Context: an optimization exercise on an open-source flow, tuned for small area. The choices shown serve that exercise and are no tape-out recipe.
At most, simulation tests tie the RTL to the original design; equivalence was not proved.
Only the layout flow was run in run 3; the RTL was not checked for function there.
The clock port is modelled as an ideal driver; clocking choices that lean on that would not hold on a real chip.
Power and IR drop assume default switching activity.

## flow/design.v

```verilog
module project2(dip,btn,clk,rst,anodes,cathodes,leds);
input [4:0] dip;
input [3:0] btn;
input clk;
input rst;
output [3:0] anodes;
output [6:0] cathodes;
output [7:0] leds;
reg [12:0] c1;     
reg [6:0] c2;      
reg sc1, sc2;      
reg unl, pau;      
reg [1:0] seg;     
reg [3:0] r0, r1, r2;   
reg [1:0] r3;
reg [3:0] rel;     
reg [4:0] rem;     
reg [12:0] t;      
reg led;           
reg [1:0] dm;      
reg [1:0] ds;      
wire [12:0] c1_d, t_d;
wire [6:0] c2_d;
wire sc1_d, sc2_d, unl_d, pau_d, led_d;
wire [1:0] seg_d, r3_d, dm_d, ds_d;
wire [3:0] r0_d, r1_d, r2_d, rel_d;
wire [4:0] rem_d;
always @(posedge clk) begin
	c1 <= c1_d;
	c2 <= c2_d;
	sc1 <= sc1_d;
	sc2 <= sc2_d;
	unl <= unl_d;
	pau <= pau_d;
	seg <= seg_d;
	r0 <= r0_d;
	r1 <= r1_d;
	r2 <= r2_d;
	r3 <= r3_d;
	rel <= rel_d;
	rem <= rem_d;
	t <= t_d;
	led <= led_d;
	dm <= dm_d;
	ds <= ds_d;
end
wire w1 = ((c1 & 13'b1111011111111) == (13'd3083 & 13'b1111011111111));
wire w2 = ((c2 & 7'b1011110) == (7'd116 & 7'b1011110));
wire tick1 = w1 & ~sc1;   
wire tick2 = w2 & ~sc2;   
wire clr1 = rst | w1;
wire clr2 = rst | w2;
assign c1_d = ~({13{clr1}} | {c1[11:0], ~(c1[12] ^ c1[7] ^ c1[6])});
assign c2_d = ~({7{clr2}} | {c2[5:0], c2[6] ^ c2[0]});
assign sc1_d = ~rst & (sc1 ^ w1);
assign sc2_d = ~rst & (sc2 ^ w2);
wire loc = ~unl & ~pau;
wire [1:0] segn = seg + 2'd1;
wire texp = ((t & 13'b1110111111001) == (13'd2367 & 13'b1110111111001));
wire pexp = ((t & 13'b0011101101111) == (13'd1824 & 13'b0011101101111));
wire [12:0] tstep = {t[11:0], ~(t[12] ^ t[8])};
wire valid = (dip[3:0] == 4'b0001) | (dip[3:0] == 4'b0010) |
             (dip[3:0] == 4'b0100) | (dip[3:0] == 4'b1000);
wire upd = tick2 & valid;
wire [3:0] nw = upd ? (btn & rel) : 4'd0;
wire [2:0] np = nw[0] + nw[1] + nw[2] + nw[3];
wire [5:0] remd = {1'b0, rem} - {3'b000, np};
wire over = remd[5];
wire [3:0] rsel = ({4{dip[0]}} & r0) | ({4{dip[1]}} & r1) |
                  ({4{dip[2]}} & r2) | ({4{dip[3]}} & {2'b00, r3});
wire [4:0] diff = {1'b0, rsel} - {1'b0, nw};
wire dead = r0[3] & (r0[2] | r0[1]);
wire deadn = dead | diff[4];
wire unlock = ~deadn & (diff[3:0] == 4'd0) &
              (dip[0] | (r0 == 4'd0)) & (dip[1] | (r1 == 4'd0)) &
              (dip[2] | (r2 == 4'd0)) & (dip[3] | (r3 == 2'd0));
wire fpn = ~(rem[4] & rem[2]) | (nw != 4'd0);
wire lt = tick2 & loc;
wire lstay = lt & ~texp & ~over & ~unlock;
wire uu = tick2 & unl;
wire pt = tick2 & pau;
wire clrd = rst | ~loc;
assign r0_d = clrd ? 4'd9 : (valid & deadn) ? 4'd15 : (valid & dip[0]) ? diff[3:0] : r0;
assign r1_d = clrd ? 4'd8 : (valid & dip[1]) ? diff[3:0] : r1;
assign r2_d = clrd ? 4'd8 : (valid & dip[2]) ? diff[3:0] : r2;
assign r3_d = clrd ? 2'd3 : (valid & dip[3]) ? diff[1:0] : r3;
assign rel_d = clrd ? 4'b1111 : upd ? ~btn : rel;
assign rem_d = clrd ? 5'd20 : remd[4:0];
assign unl_d = ~rst & ((unl & ~(uu & dip[4])) | (lt & ~texp & ~over & unlock));
assign pau_d = ~rst & ((pau & ~(pt & pexp)) | (lt & (texp | over)));
assign seg_d = rst ? 2'd0 : tick2 ? segn : seg;
assign t_d = rst ? 13'd0 :
             lt ? ((texp | over | unlock) ? 13'd0 : fpn ? tstep : t) :
             pt ? (pexp ? 13'd0 : tstep) : t;
assign led_d = rst ? 1'b0 : tick1 ? (unl & ~led) : led;
assign dm_d = rst ? 2'd0 : lstay ? 2'd0 : (uu & ~dip[4]) ? 2'd1 : pt ? 2'd2 : dm;
assign ds_d = rst ? 2'd0 : (lstay | (uu & ~dip[4]) | pt) ? segn : ds;
wire [10:0] dl = (ds == 2'd0) ? {4'b1111, 7'b1111111} :   
                 (ds == 2'd1) ? {4'b1101, 7'b1000110} :   
                 (ds == 2'd2) ? {4'b1011, 7'b1000000} :   
                                {4'b0111, 7'b1000111};    
wire [10:0] du = (ds == 2'd0) ? {4'b1110, 7'b1000110} :   
                 (ds == 2'd1) ? {4'b1101, 7'b1000111} :   
                 (ds == 2'd2) ? {4'b1011, 7'b0101011} :   
                                {4'b0111, 7'b1000001};    
wire [10:0] dp = (ds == 2'd0) ? {4'b1110, 7'b0010010} :   
                 (ds == 2'd1) ? {4'b1101, 7'b1000001} :   
                 (ds == 2'd2) ? {4'b1011, 7'b0001000} :   
                                {4'b0111, 7'b0001100};    
wire [10:0] disp = dm[1] ? dp : dm[0] ? du : dl;
assign anodes = disp[10:7];
assign cathodes = disp[6:0];
assign leds = {8{led}};
endmodule
```

## flow/flow/run.sh

```bash
#!/bin/bash
# Own layout flow: the standard ORFS flow (standard.sh) with
#  - the logic between the registers mapped by area-oriented ABC scripts
#    (flow/area*.abc): four synthesis runs in parallel, each trying its share
#    of the scripts and keeping its smallest result (flow/own_abc.tcl); the
#    smallest of the four goes on to the layout. No separate full/half-adder
#    cell mapping. The registers come out of the standard synthesis unchanged;
#  - minimum-size buffers on the input and output ports;
#  - a clock tree of clkbuf_4 cells without dummy balancing loads, with any
#    leaf that drives its flip-flops too slowly made a clkbuf_8
#    (flow/post_cts.tcl).
# The ORFS logs stay under orfs/logs (and orfs_N/logs for the synthesis
# runs); make's own output goes to synth_N.log and flow_make.log.
set -euo pipefail
here=$(pwd)
flowdir=$here/flow
cat > "$here/own_synth.tcl" <<EOT
source $flowdir/own_abc.tcl
source $here/synth_recipe.tcl
EOT
sed "s#SYNTH_SCRIPT=[^ ]*#SYNTH_SCRIPT=$here/own_synth.tcl#" standard.sh > own_standard.sh
args=(ADDER_MAP_FILE=
  "BUFFER_PORTS_ARGS=-buffer_cell sky130_fd_sc_hd__buf_1"
  "CTS_ARGS=-sink_clustering_enable -repair_clock_nets -dont_use_dummy_load -buf_list {sky130_fd_sc_hd__clkbuf_4}"
  "POST_CTS_TCL=$flowdir/post_cts.tcl")
scripts=("$flowdir"/area*.abc)
pids=()
for k in 0 1 2 3; do
  mine=""
  for i in "${!scripts[@]}"; do
    if (( i % 4 == k )); then mine="$mine ${scripts[$i]}"; fi
  done
  mkdir -p "$here/synth_$k"
  sed "s#WORK_HOME=[^ ]*#WORK_HOME=$here/orfs_$k#" own_standard.sh > "own_standard_$k.sh"
  OWN_ABC_SCRIPTS="$mine" OWN_LOG_DIR="$here/synth_$k" \
    bash "own_standard_$k.sh" "${args[@]}" synth > "synth_$k.log" 2>&1 &
  pids+=($!)
done
for p in "${pids[@]}"; do wait "$p" || true; done
best=""; best_area=""
for k in 0 1 2 3; do
  f="$here/orfs_$k/reports/sky130hd/project2/base/synth_stat.txt"
  [[ -f $f ]] || continue
  a=$(sed -n 's/.*Chip area for module[^:]*: *\([0-9.]*\).*/\1/p' "$f" | head -1)
  echo "synthesis run $k: area $a"
  if [[ -z $best ]] || awk -v a="$a" -v b="$best_area" 'BEGIN{exit !(a < b)}'; then
    best=$k; best_area=$a
  fi
done
echo "using synthesis run $best (area $best_area)"
if [[ -n $best ]]; then
  mkdir -p orfs
  cp -a "orfs_$best"/. orfs/
fi
export OWN_ABC_SCRIPTS="${scripts[*]}"
export OWN_LOG_DIR="$here"
bash own_standard.sh "${args[@]}" finish > flow_make.log 2>&1
```

## flow/flow/area0.abc

```
strash
&get -n
&deepsyn -T 60 -S 0
&put
dc2
dch -f
amap
topo
```

## flow/flow/area1.abc

```
strash
&get -n
&deepsyn -T 60 -S 1
&put
dc2
dch -f
amap
topo
```

## flow/flow/area10.abc

```
strash
&get -n
&deepsyn -T 60 -S 10
&put
dc2
dch -f
amap
topo
```

## flow/flow/area11.abc

```
strash
&get -n
&deepsyn -T 60 -S 11
&put
dc2
dch -f
amap
topo
```

## flow/flow/area12.abc

```
strash
&get -n
&deepsyn -T 60 -S 2
&dch -f
&nf -a -R 1000
&put
topo
```

## flow/flow/area13.abc

```
strash
&get -n
&deepsyn -T 60 -S 2
&put
dc2
dch -f
amap
mfs -a -W 4
strash
dch -f
amap
topo
```

## flow/flow/area2.abc

```
strash
&get -n
&deepsyn -T 60 -S 2
&put
dc2
dch -f
amap
topo
```

## flow/flow/area3.abc

```
strash
&get -n
&deepsyn -T 60 -S 3
&put
dc2
dch -f
amap
topo
```

## flow/flow/area4.abc

```
strash
&get -n
&deepsyn -T 60 -S 4
&put
dc2
dch -f
amap
topo
```

## flow/flow/area5.abc

```
strash
&get -n
&deepsyn -T 60 -S 5
&put
dc2
dch -f
amap
topo
```

## flow/flow/area6.abc

```
strash
&get -n
&deepsyn -T 60 -S 6
&put
dc2
dch -f
amap
topo
```

## flow/flow/area7.abc

```
strash
&get -n
&deepsyn -T 60 -S 7
&put
dc2
dch -f
amap
topo
```

## flow/flow/area8.abc

```
strash
&get -n
&deepsyn -T 60 -S 8
&put
dc2
dch -f
amap
topo
```

## flow/flow/area9.abc

```
strash
&get -n
&deepsyn -T 60 -S 9
&put
dc2
dch -f
amap
topo
```

## flow/flow/own_abc.tcl

```tcl
# Loaded before synth_recipe.tcl: replaces Yosys's abc command so that the
# logic between the registers (which synthesis has already mapped) is mapped
# by each of the area-oriented ABC scripts in OWN_ABC_SCRIPTS, keeping the
# result with the smallest cell area.
proc abc {args} {
  set rest {}
  set skip 0
  foreach a $args {
    if {$skip} { set skip 0; continue }
    if {$a eq "-script" || $a eq "-D"} { set skip 1; continue }
    lappend rest $a
  }
  set lib [lindex $args [expr {[lsearch $args -liberty] + 1}]]
  yosys design -save own_abc_in
  set best_area 1e18
  set best ""
  set k 0
  foreach s $::env(OWN_ABC_SCRIPTS) {
    yosys design -load own_abc_in
    yosys abc -script $s {*}$rest
    set f $::env(OWN_LOG_DIR)/own_abc_stat_$k.txt
    yosys tee -q -o $f stat -liberty $lib
    set fh [open $f r]; set txt [read $fh]; close $fh
    if {[regexp {Chip area for module[^:]*:\s*([0-9.]+)} $txt -> a]} {
      puts "own abc: $s area $a"
      if {$a < $best_area} {
        set best_area $a
        set best $s
        yosys design -save own_abc_best
      }
    }
    incr k
  }
  yosys design -load own_abc_best
  puts "own abc: kept $best area $best_area"
}
```

## flow/flow/post_cts.tcl

```tcl
# POST_CTS_TCL hook: clkbuf_4 leaves of the clock tree that drive their
# flip-flops too slowly become clkbuf_8.
source [file dirname [info script]]/upsize_clk.tcl
own_upsize_clock_buffers 0.11
```

## flow/flow/upsize_clk.tcl

```tcl
# Upsize any clock tree buffer whose flip-flop clock pins see a slew above
# limit (ns, with placement parasitics) to clkbuf_8, then re-legalize.
proc own_upsize_clock_buffers { limit } {
  set_propagated_clock [all_clocks]
  estimate_parasitics -placement
  set worst [dict create]
  foreach p [get_pins -hierarchical */CLK] {
    set s [get_property $p slew_max]
    set net [get_nets -of_objects $p]
    foreach d [get_pins -of_objects $net -filter "direction == output"] {
      set inst [get_cells -of_objects $d]
      set n [get_full_name $inst]
      if {![dict exists $worst $n] || [dict get $worst $n] < $s} { dict set worst $n $s }
    }
  }
  set changed 0
  dict for {n s} $worst {
    set inst [get_cells $n]
    set m [get_property $inst ref_name]
    puts "clock driver $n ($m): worst clock pin slew $s"
    if {$s > $limit && $m eq "sky130_fd_sc_hd__clkbuf_4"} {
      replace_cell $inst sky130_fd_sc_hd__clkbuf_8
      puts "  upsized to clkbuf_8"
      incr changed
    }
  }
  if {$changed} { detailed_placement }
  estimate_parasitics -placement
}
```

## flow/standard.sh

```bash
#!/bin/bash
# synth_recipe.tcl (not shown) runs the flow's synth.tcl, then flattens the netlist and writes it again
# the make line also repeats each setting of config.mk as NAME=value (left out here)
make -C /OpenROAD-flow-scripts/flow DESIGN_CONFIG=/design/flow/config.mk WORK_HOME=/design/flow/orfs CLKGATE_MAP_FILE= SYNTH_SCRIPT=/design/flow/synth_recipe.tcl "${@:-finish}"
```

## flow/config.mk

```make
export PLATFORM = sky130hd
export DESIGN_NAME = project2
export DESIGN_NICKNAME = project2
export VERILOG_FILES = /design/flow/design.v
export SDC_FILE = /design/flow/constraint.sdc
export NUM_CORES = 4
export LEC_CHECK = 0
export CAP_MARGIN = 20
export CORE_MARGIN = 2
export CORE_UTILIZATION = 70
export PLACE_DENSITY = 0.8
export SLEW_MARGIN = 20
```

## flow/constraint.sdc

```tcl
create_clock -name core_clock -period 12.0 [get_ports {clk}]
set_input_delay 2.4000 -clock core_clock [delete_from_list [all_inputs] [get_ports {clk}]]
set_output_delay 2.4000 -clock core_clock [all_outputs]
set_load 0.01 [all_outputs]
```

==> impl_metrics.yaml, run 1 <==
hold_path:
  hold_path_class: "register to register"
  min_to: "c2[5]$_DFF_P_"
  min_from: "c2[4]$_DFF_P_"
  min_delay_path_depth: 1
power:
  power_density_nw_per_um2: 127
  leakagePower_uw: 0.00102
  peakVddDrop_mv: 0.0988
  power_uw: 369
place:
  place.gp.congestion: 1.00
  io_buffers: 29
  place_inst: 414
  dp_hpwl_um: 4120
  postPlaceCellArea_um2: 2820
route:
  viasPerCell: 5.70
  wirelength_um: 5440
  avgRoutedWirePerCell_um: 12.9
  drc_errors: 0
  firstDrtPassIters: 4
  vias: 2411
  ant_nets: 0
  first_iter_violations: 174
cells_and_area:
  finalInstanceArea_um2: 2900
  layout.nets: 388
  multi_input_area_um2: 1140
  drive_above_1_share: 0.0240
  regArea_um2: 1340
  nFillCells: 286
  antenna_cells: 0
  instances_no_fill: 423
  area_growth_pct: 6.73
job:
  drv_cap: 0
logic_synthesis:
  synth_top_flop_cell: "dfxtp_1"
  ys_top_cells_by_area: "dfxtp_1 (49%), nor2_1 (9.4%), clkinv_1 (6.5%), o22ai_1 (5.3%), nand2_1 (4.3%)"
  syn-num-nets: 356
  async_flop_share: 0
  yosysMostFrequentCell: "nor2_1"
  mappedNetlistArea_um2: 2710
  synth_top_area_cell: "dfxtp_1"
  yosysTopAreaCellShare: 0.494
  synth_cell_type_count: 30
  synth_edf_count: 0
  yosysWarnings: 1
  synth.yosys.seq_area_share: 0.494
  synthTopCellsByCount: "nor2_1 (68), dfxtp_1 (67), clkinv_1 (47)"
  ys_seq_elements: 67
  netlist_instances: 345
  avgSynthCellArea_um2: 7.87
grt:
  grt_overflow: 0
  antenna_found_initial: 0
  grt_pass1_vias: 2140
  track_usage: 0.275
  grt_start_max_net_pins: 17
  grt_pass1_wl_um: 9070
clocking:
  cts_sinks: 67
  clkTransAtPathRegs_ps: 90
  clk_latency_ps: 410
  cts_tree: "yes"
floorplanning:
  io_pins: 30
  rows: 22
  die_h_um: 66.3
  core_area_um2: 3690
  start_util: 0.736
  die_w_um: 66.3
  die_area_um2: 4390
timing:
  fin_crit_sh: 0.534
  skew_ps: 20.0
  fin_tns_setup_ps: 0
  rsz0062_at_grt: "false"
  drv_slew: 0
  min_period_ps: 6410
  hold_ws_ps: 402
  setup_viol: 0
  worst_slew_pin_slew_ps: 920
  finalHoldViolations: 0
  worst_slew_margin_rel: 0.384
  fmax_mhz: 156
worst_setup_path:
  cpPeakStageDelay_ps: 470
  cp_cell_sequence: "buf_1, clkinv_1, nand2_1, nor3_1, nor4_1, nor2_1, clkinv_1, nor2_1, o21ai_0, o21ai_0, nor2_1, a21oi_1, a21oi_1, nand2_1, o21a_1, o21ai_0, nor2_1, nor2_1, clkinv_1, o32a_1, or2_0, o22ai_1"
  worstPathArrival_ps: 6740
  reg2reg_from: "c2[1]$_DFF_P_"
  path_class: "input pin to register"
  cp_num_buf_inv: 4
  critPathMostFrequentCell: "nor2_1"
  worst_setup_path_end_kind: "register"
  slowest_stage: "nor4_1"
  reg2reg_to: "t[0]$_SDFFE_PP0P_"
  cpLargestDelayFamily: "compound AO/OA/AOI/OAI gates"
  regToRegSetupSlack_ps: 7360
  worstPathRequired_ps: 12330
  worstRegToRegCells: 22
  start_kind: "input pin"
  path_max_fanout: 13
status:
  status: "complete, no violations"
[worst max path at each step]
stage / start / to / slack (ps) / depth (start not counted)
finish: dip[0] / t[0]$_SDFFE_PP0P_ / 5590 / 22
global route: dip[2] / t[0]$_SDFFE_PP0P_ / 4940 / 22
detailed placement: dip[0] / t[0]$_SDFFE_PP0P_ / 5310 / 22
global placement: dip[0] / t[0]$_SDFFE_PP0P_ / 5460 / 22
floorplan: dip[1] / t[0]$_SDFFE_PP0P_ / 6160 / 22
[metrics by stage]
stage,setup WS (ps),utilization
after global routing,4940,0.785
after global placement,5460,0.765
after floorplan,6160,-
final,5590,0.785
after detailed placement,5310,0.765
[worst register-to-register path, delay by kind of cell (launching register included)]
kind | cells | cell delay (ps)
buffers and inverters | 3 | 530
flip-flops | 1 | 320
AO/OA/AOI/OAI | 8 | 1750
AND/OR/NAND/NOR | 11 | 1990
[routing by layer]
| layer | part of all wire | wire [um] | track usage |
|---|---|---|---|
| met5 | 0 | 0 | 0 |
| met4 | 0.023 | 126 | 0.133 |
| met3 | 0.068 | 369 | 0.0801 |
| met2 | 0.44 | 2420 | 0.414 |
| met1 | 0.46 | 2530 | 0.362 |
[cell type report]
class	instances	area share
clock buffer	9	0.0255
tap	48	0.0207
sequential	67	0.463
multi-input combinational	223	0.392
inverter	47	0.0609
timing repair buffer	29	0.0376
[cell usage in the layout, fill, tap and decap left out, drive strengths merged, types with 6 or more instances in the layout]
| master | synthesis | routed |
|---|---|---|
| or2 | 7 | 7 |
| dfxtp | 67 | 67 |
| o22ai | 23 | 23 |
| nor3 | 13 | 13 |
| clkbuf | 0 | 9 |
| clkinv | 47 | 47 |
| nor2 | 68 | 68 |
| buf | 8 | 29 |
| a21oi | 21 | 21 |
| o21ai | 13 | 13 |
| nand2 | 31 | 31 |
| a31oi | 6 | 6 |
[state kept, by name, indices dropped and copies added, names as in the netlist]
signal / count
r1: 4
r0: 4
sc1: 1
r3: 2
dm: 2
rem: 5
c2: 7
rel: 4
pau: 1
sc2: 1
unl: 1
r2: 4
t: 13
c1: 13
seg: 2
ds: 2
led: 1
[cells by family after synthesis]
group / after synthesis / synth area share
flip-flops: 67 / 0.494
AND/OR/NAND/NOR: 137 / 0.219
buffers and inverters: 55 / 0.0871
AO/OA/AOI/OAI: 86 / 0.200
[where the power goes]
group / internal (uW) / switching, uW / total [uW] / leakage (uW)
Clock: 38.3 / 65.5 / 104 / 0.0000440
Sequential: 229 / 4.85 / 234 / 0.000548
Combinational: 10.4 / 20.2 / 30.5 / 0.000429
Total: 278 / 90.5 / 369 / 0.00102
==> run 2, diff against run 1 <==
==> flow/flow/area14.abc (new file) <==
strash
&get -n
&deepsyn -T 60 -S 14
&put
dc2
dch -f
amap
topo
==> flow/flow/area15.abc (new file) <==
strash
&get -n
&deepsyn -T 60 -S 15
&put
dc2
dch -f
amap
topo
==> flow/flow/area16.abc (new file) <==
strash
&get -n
&deepsyn -T 60 -S 16
&put
dc2
dch -f
amap
topo
==> flow/flow/area17.abc (new file) <==
strash
&get -n
&deepsyn -T 60 -S 17
&put
dc2
dch -f
amap
topo
==> flow/flow/area18.abc (new file) <==
strash
&get -n
&deepsyn -T 60 -S 18
&put
dc2
dch -f
amap
topo
==> flow/flow/area19.abc (new file) <==
strash
&get -n
&deepsyn -T 60 -S 19
&put
dc2
dch -f
amap
topo
==> run 2 against run 1 <==
Largest cell class unchanged. Largest power group unchanged. Still clean. Clock skew decreased by 5.6 ps. Global-route usage decreased by 0.39 points. Total power decreased by 0.93%. First-iteration DRC count increased by 4.0%. Core utilization decreased by 0.27 points.
==> impl_metrics.yaml, run 2 <==
logic_synthesis:
  synth_top_area_cell: "dfxtp_1"
  yosysTopAreaCellShare: 0.496
  synth_compound_area_frac: 0.190
  synth_cell_type_count: 30
  ys_seq_elements: 67
  synth_top_family_by_area: "simple AND/OR/NAND/NOR gates"
  async_flop_share: 0
  synth_top_flop_cell: "dfxtp_1"
  mappedNetlistArea_um2: 2700
  synthMuxAreaShare: 0
  synthTopCellsByCount: "nor2_1 (69), dfxtp_1 (67), clkinv_1 (45)"
  synth_edf_count: 0
  synthAdderAreaFrac: 0
  synth.yosys.seq_area_share: 0.496
  synth-simple-area-share: 0.229
  ys_top_cells_by_area: "dfxtp_1 (50%), nor2_1 (9.6%), clkinv_1 (6.3%), o22ai_1 (5.6%), nand2_1 (4.4%)"
  avgSynthCellArea_um2: 7.88
  syn-num-nets: 354
  netlist_instances: 343
  yosysWarnings: 1
  yosysMostFrequentCell: "nor2_1"
  synth_xor_xnor_area_share: 0
timing:
  fin_crit_sh: 0.530
  min_period_ps: 6360
  worst_slew_margin_rel: 0.602
  skew_ps: 14.4
  finalHoldViolations: 0
  fmax_mhz: 157
  worst_slew_pin_slew_ps: 590
  fin_tns_setup_ps: 0
  drv_slew: 0
  worst_slack_ps: 5640
  rsz0062_at_grt: "false"
  setup_viol: 0
worst_setup_path:
  cp-endpoint: "t[4]$_SDFFE_PP0P_"
  worst_setup_path_end_kind: "register"
  cpLargestDelayFamily: "simple AND/OR/NAND/NOR gates"
  path_class: "input pin to register"
  cpPeakStageDelay_ps: 530
  worstPathArrival_ps: 6670
  worstRegToRegCells: 20
  critPathMostFrequentCell: "clkinv_1"
  reg2reg_from: "c2[1]$_DFF_P_"
  worstPathRequired_ps: 12310
  slowest_stage: "or3_1"
  regToRegSetupSlack_ps: 7530
  start_kind: "input pin"
  cp-startpoint: "dip[0]"
  path_max_fanout: 13
  reg2reg_to: "t[4]$_SDFFE_PP0P_"
  worst-path-stages: 20
  cp_cell_sequence: "buf_1, clkinv_1, nor3_1, nor4_1, nor2_1, clkinv_1, nor3_1, nand2_1, o21ai_0, and2_0, nor2_1, or3_1, o22ai_1, clkinv_1, nand2_1, nor2_1, clkinv_1, o32ai_1, or3_1, o22ai_1"
  cp_num_buf_inv: 5
grt:
  track_usage: 0.271
  grt_overflow: 0
  grt_pass1_wl_um: 9000
  grt_use_met2: 0.425
  grt_pass1_vias: 2130
  grt_util_met1: 0.344
  grt_start_max_net_pins: 15
  antenna_found_initial: 0
  use_met3: 0.0613
  top_usage_layer: "met2"
clocking:
  clkTransAtPathRegs_ps: 90
  clk_latency_ps: 390
  cts_tree: "yes"
  cts_sinks: 67
cells_and_area:
  reg_top3: "c1 x13, t x13, c2 x7"
  final_common_cell: "nor2_1"
  area_growth_pct: 6.81
  fin_util: 0.783
  antenna_cells: 0
  layout.nets: 387
  layout_common_cells: "nor2_1 (69), dfxtp_1 (67), clkinv_1 (45)"
  multi_input_area_um2: 1130
  nFillCells: 272
  drive_above_1_share: 0.0267
  regArea_um2: 1340
route:
  drc_errors: 0
  avgRoutedWirePerCell_um: 12.7
  viasPerCell: 5.68
  ant_nets: 0
  firstDrtPassIters: 4
  vias: 2397
  first_iter_violations: 181
  wirelength_um: 5350
floorplanning:
  io_pins: 30
  core_area_um2: 3690
  die_area_um2: 4370
  rows: 22
  die_w_um: 66.1
  die_h_um: 66.1
  start_util: 0.733
hold_path:
  hold_path_class: "register to register"
place:
  io_buffers: 29
  pre_cts_slack_ps: 5290
  place.gp.congestion: 0.954
  dp_hpwl_um: 4000
job:
  drv_cap: 0
power:
  leakagePower_uw: 0.00101
  power_uw: 365
  power_density_nw_per_um2: 127
  peakVddDrop_mv: 0.0980
status:
  status: "complete, no violations"
## run 2: cell count changes after synthesis, sizes merged, moves of 3 or more
| cell | change |
|---|---|
| nand3 | +3 |
| or2 | -3 |
| nor2b | -4 |
| or4 | +3 |
| a21oi | -4 |
## run 2: logic make-up (layout without fill, tap and decap cells)
kind of cell | Yosys count | count (layout)
and+or+nand+nor | 142 | 142
AOI/OAI and AO/OA | 81 | 81
DFF | 67 | 67
buffers and inverters | 53 | 84
## run 2: per-stage QoR
stage / cell area (um^2) / hold slack (ps) / instances
6_report: 2890 / 393 / 422
5_1_grt: 2890 / 414 / 422
3_5_place_dp: 2820 / 383 / 413
3_3_place_gp: 2820 / 376 / 413
2_1_floorplan: 2700 / 368 / 343
## run 2: worst min-delay path by stage
stage	slack, ps	cells past startpoint	start	end
floorplan	370	1	c1[8]$_DFF_P_	c1[9]$_DFF_P_
global placement	380	1	c1[8]$_DFF_P_	c1[9]$_DFF_P_
detailed placement	380	1	c2[5]$_DFF_P_	c2[6]$_DFF_P_
global route	410	1	c2[5]$_DFF_P_	c2[6]$_DFF_P_
finish	390	1	c1[3]$_DFF_P_	c1[4]$_DFF_P_
## run 2: worst reg2reg max path, cell delays in order, from the launching register on
cell	delay (ps)
dfxtp_1	320
nor2_1	90
nand4_1	140
nor2_1	250
clkinv_1	250
nor2_1	410
clkinv_1	220
nor3_1	350
nand2_1	110
o21ai_0	120
and2_0	190
nor2_1	80
or3_1	410
o22ai_1	240
clkinv_1	120
nand2_1	80
nor2_1	60
clkinv_1	80
o32ai_1	80
or3_1	530
o22ai_1	250
## run 2: report_power, final
group	total, uW	switching, uW	internal (uW)
combinational	30.5	20.1	10.4
clock	100	65.4	34.8
sequential	234	4.87	230
## run 2: metal layers
| layer | wire length [um] | part of all wire |
|---|---|---|
| met1 | 2560 | 0.48 |
| met2 | 2330 | 0.44 |
| met3 | 321 | 0.060 |
| met4 | 140 | 0.026 |
| met5 | 0 | 0 |
## run 2: layout make-up
type / instances / share of cell area
Sequential cell: 67 / 0.465
Multi-Input combinational cell: 223 / 0.392
Inverter: 45 / 0.0585
Timing Repair Buffer: 30 / 0.0403
Clock buffer: 9 / 0.0234
Tap cell: 48 / 0.0208
==> run 3, diff against run 2 <==
--- a/flow/design.v
+++ b/flow/design.v
@@ -56,9 +56,8 @@
 assign sc2_d = ~rst & (sc2 ^ w2);
 wire loc = ~unl & ~pau;
 wire [1:0] segn = seg + 2'd1;
-wire texp = ((t & 13'b1110111111001) == (13'd2367 & 13'b1110111111001));
-wire pexp = ((t & 13'b0011101101111) == (13'd1824 & 13'b0011101101111));
-wire [12:0] tstep = {t[11:0], ~(t[12] ^ t[8])};
+wire texp = t[12] & t[9] & t[8] & t[7] & t[3] & t[0];    
+wire pexp = t[11] & t[8] & t[7] & t[6] & t[2] & t[0];    
 wire valid = (dip[3:0] == 4'b0001) | (dip[3:0] == 4'b0010) |
              (dip[3:0] == 4'b0100) | (dip[3:0] == 4'b1000);
 wire upd = tick2 & valid;
@@ -89,9 +88,9 @@
 assign unl_d = ~rst & ((unl & ~(uu & dip[4])) | (lt & ~texp & ~over & unlock));
 assign pau_d = ~rst & ((pau & ~(pt & pexp)) | (lt & (texp | over)));
 assign seg_d = rst ? 2'd0 : tick2 ? segn : seg;
-assign t_d = rst ? 13'd0 :
-             lt ? ((texp | over | unlock) ? 13'd0 : fpn ? tstep : t) :
-             pt ? (pexp ? 13'd0 : tstep) : t;
+wire tclr = rst | (lt & (texp | over | unlock)) | (pt & pexp);
+wire tinc = (lt & fpn) | pt;
+assign t_d = tclr ? 13'd0 : t + {12'd0, tinc};
 assign led_d = rst ? 1'b0 : tick1 ? (unl & ~led) : led;
 assign dm_d = rst ? 2'd0 : lstay ? 2'd0 : (uu & ~dip[4]) ? 2'd1 : pt ? 2'd2 : dm;
 assign ds_d = rst ? 2'd0 : (lstay | (uu & ~dip[4]) | pt) ? segn : ds;
==> run 3 against run 2 <==
Critical path depth up 3. Cell area up 0.43%. Sequential power about the same. Core utilization up 0.34 points. Largest power group unchanged. Via count up 3.8%. Total power up 1.9%. Worst hold slack worse by 10 ps. Largest cell class unchanged.
==> impl_metrics.yaml, run 3 <==
status:
  status: "complete, no violations"
logic_synthesis:
  async_flop_share: 0
  yosysWarnings: 1
  mappedNetlistArea_um2: 2720
  avgSynthCellArea_um2: 7.85
  synth_edf_count: 0
  synth.yosys.seq_area_share: 0.493
  syn-num-nets: 358
  synthTopCellsByCount: "nor2_1 (86), dfxtp_1 (67), clkinv_1 (38)"
  synth_top_flop_cell: "dfxtp_1"
  synth_top_area_cell: "dfxtp_1"
  ys_seq_elements: 67
  yosysMostFrequentCell: "nor2_1"
  netlist_instances: 347
  ys_top_cells_by_area: "dfxtp_1 (49%), nor2_1 (12%), clkinv_1 (5.2%), a21oi_1 (3.9%), nand2_1 (3.9%)"
  synth_cell_type_count: 33
  yosysTopAreaCellShare: 0.493
route:
  viasPerCell: 5.85
  wirelength_um: 5800
  drc_errors: 0
  firstDrtPassIters: 7
  first_iter_violations: 161
  avgRoutedWirePerCell_um: 13.7
  ant_nets: 0
  vias: 2488
power:
  leakagePower_uw: 0.00103
  power_density_nw_per_um2: 128
  peakVddDrop_mv: 0.0814
place:
  dp_hpwl_um: 4340
  place.gp.congestion: 0.983
  pre_cts_slack_ps: 5170
  io_buffers: 29
  postPlaceCellArea_um2: 2830
worst_setup_path:
  worst_setup_path_end_kind: "register"
  start_kind: "input pin"
  worstPathArrival_ps: 6920
  path_max_fanout: 8
  worstPathRequired_ps: 12330
  path_class: "input pin to register"
clocking:
  cts_sinks: 67
  clk_latency_ps: 410
  cts_tree: "yes"
  clkTransAtPathRegs_ps: 90
floorplanning:
  io_pins: 30
  die_w_um: 66.4
  die_area_um2: 4400
  core_area_um2: 3690
  rows: 22
  start_util: 0.738
  die_h_um: 66.4
grt:
  grt_pass1_vias: 2292
  grt_start_max_net_pins: 14
  track_usage: 0.297
  antenna_found_initial: 0
  grt_pass1_wl_um: 9690
  grt_overflow: 0
cells_and_area:
  fin_util: 0.786
  reg_top3: "c1 x13, t x13, c2 x7"
  final_common_cell: "nor2_1"
  area_growth_pct: 6.48
  layout.nets: 390
  finalInstanceArea_um2: 2900
  antenna_cells: 0
  drive_above_1_share: 0.0239
  layout_common_cells: "nor2_1 (86), dfxtp_1 (67), clkinv_1 (38)"
timing:
  hold_ws_ps: 383
  worst_slew_margin_rel: 0.425
  min_period_ps: 6590
  fin_tns_setup_ps: 0
  fin_crit_sh: 0.549
  worst_slack_ps: 5410
  rsz0062_at_grt: "false"
  skew_ps: 29.4
  drv_slew: 0
  finalHoldViolations: 0
  worst_slew_pin_slew_ps: 856
  fmax_mhz: 152
  setup_viol: 0
job:
  drv_cap: 0
hold_path:
  hold_path_class: "register to register"
run 3: path summary, 6_finish.rpt:
kind | slack, ps | to | start | cells after the start
worst max-delay path | 5410 | ds[0]$_SDFFE_PP0P_ | dip[0] | 23
worst min-delay path | 380 | c1[9]$_DFF_P_ | c1[8]$_DFF_P_ | 1
worst max register to register | 7080 | ds[0]$_SDFFE_PP0P_ | c2[6]$_DFF_P_ | 24
worst min register to register | 380 | c1[9]$_DFF_P_ | c1[8]$_DFF_P_ | 1
run 3: per-stage QoR:
step | power, uW | std cells
2_1_floorplan | 263 | 347
3_3_place_gp | 274 | 416
3_5_place_dp | 275 | 416
5_1_grt | 389 | 425
6_report | 372 | 425
run 3: final cells by class:
cell class / instances / area [um^2]
tap: 48 / 60.1
inverter: 38 / 143
multi-input combinational: 234 / 1180
sequential: 67 / 1340
clock buffer: 9 / 67.6
timing repair buffer: 29 / 109
fill: 272 / 790
run 3: cells by family (layout without fill, tap and decap cells):
| family | after synthesis | in the layout | share of synthesized area |
|---|---|---|---|
| AOI/OAI and AO/OA | 79 | 79 | 0.187 |
| buffers and inverters | 46 | 76 | 0.0745 |
| DFF | 67 | 67 | 0.493 |
| and+or+nand+nor | 155 | 155 | 0.246 |
run 3: worst max-delay path, stage by stage:
cell	delay, ps
buf_1	230
clkinv_1	180
nor3_1	490
nor4_1	150
nor2_1	410
clkinv_1	270
nor2_1	170
nand2_1	80
o21ai_0	170
o21ai_0	190
nor2_1	160
a21oi_1	90
a21oi_1	220
nor2_1	80
a21o_1	180
nor2_1	130
o22a_1	170
nand2_1	90
nor3_1	300
o31ai_1	180
nor3_1	370
nor2_1	100
a21oi_1	110
run 3: where the power goes:
group | switching, uW | internal, uW
sequential | 5.64 | 230
clock | 66.2 | 34.8
combinational | 23.7 | 11.6
run 3: per-layer routing:
layer  track usage  share of wire  wire length, um  vias up
li1              -              -                -     1253
met1         0.343           0.43             2520     1123
met2         0.498           0.48             2790       92
met3        0.0733          0.057              331       20
met4         0.166          0.028              164        0
met5             0              0                0        -

==> what the ideal ports hide <==
The results above use ideal ports. As a check the final layouts listed here were re-extracted and re-timed, cells and wires unchanged.
Step 1 sets driving cells, clkbuf_16 on the clock port and buf_2 on the other inputs (assumed; they add their load-dependent delay and slew).
Step 2, shift: input delay + t, output delay - t, t = (earliest + latest rising clock arrival at the registers) / 2. This alone moves slack from input paths to output paths.
Three values: no drivers, after step 1, after step 2; two values: the first two.
run	t (ns)	setup slack, ns	hold WS [ns]	worst slew at a driven data input, ns
run 1	0.423	5.589 / 5.595 / 5.172	0.402 / 0.402 / 0.402	0.04
run 2	0.415	5.638 / 5.642 / 5.227	0.393 / 0.393 / 0.393	0.03
run 3	0.416	5.407 / 5.410 / 4.994	0.383 / 0.383 / 0.383	0.04
After both steps every run listed still meets setup and hold. The setup slack of run 1, which loses most, moves by +0.006 ns with the drivers and by -0.417 ns with both steps.
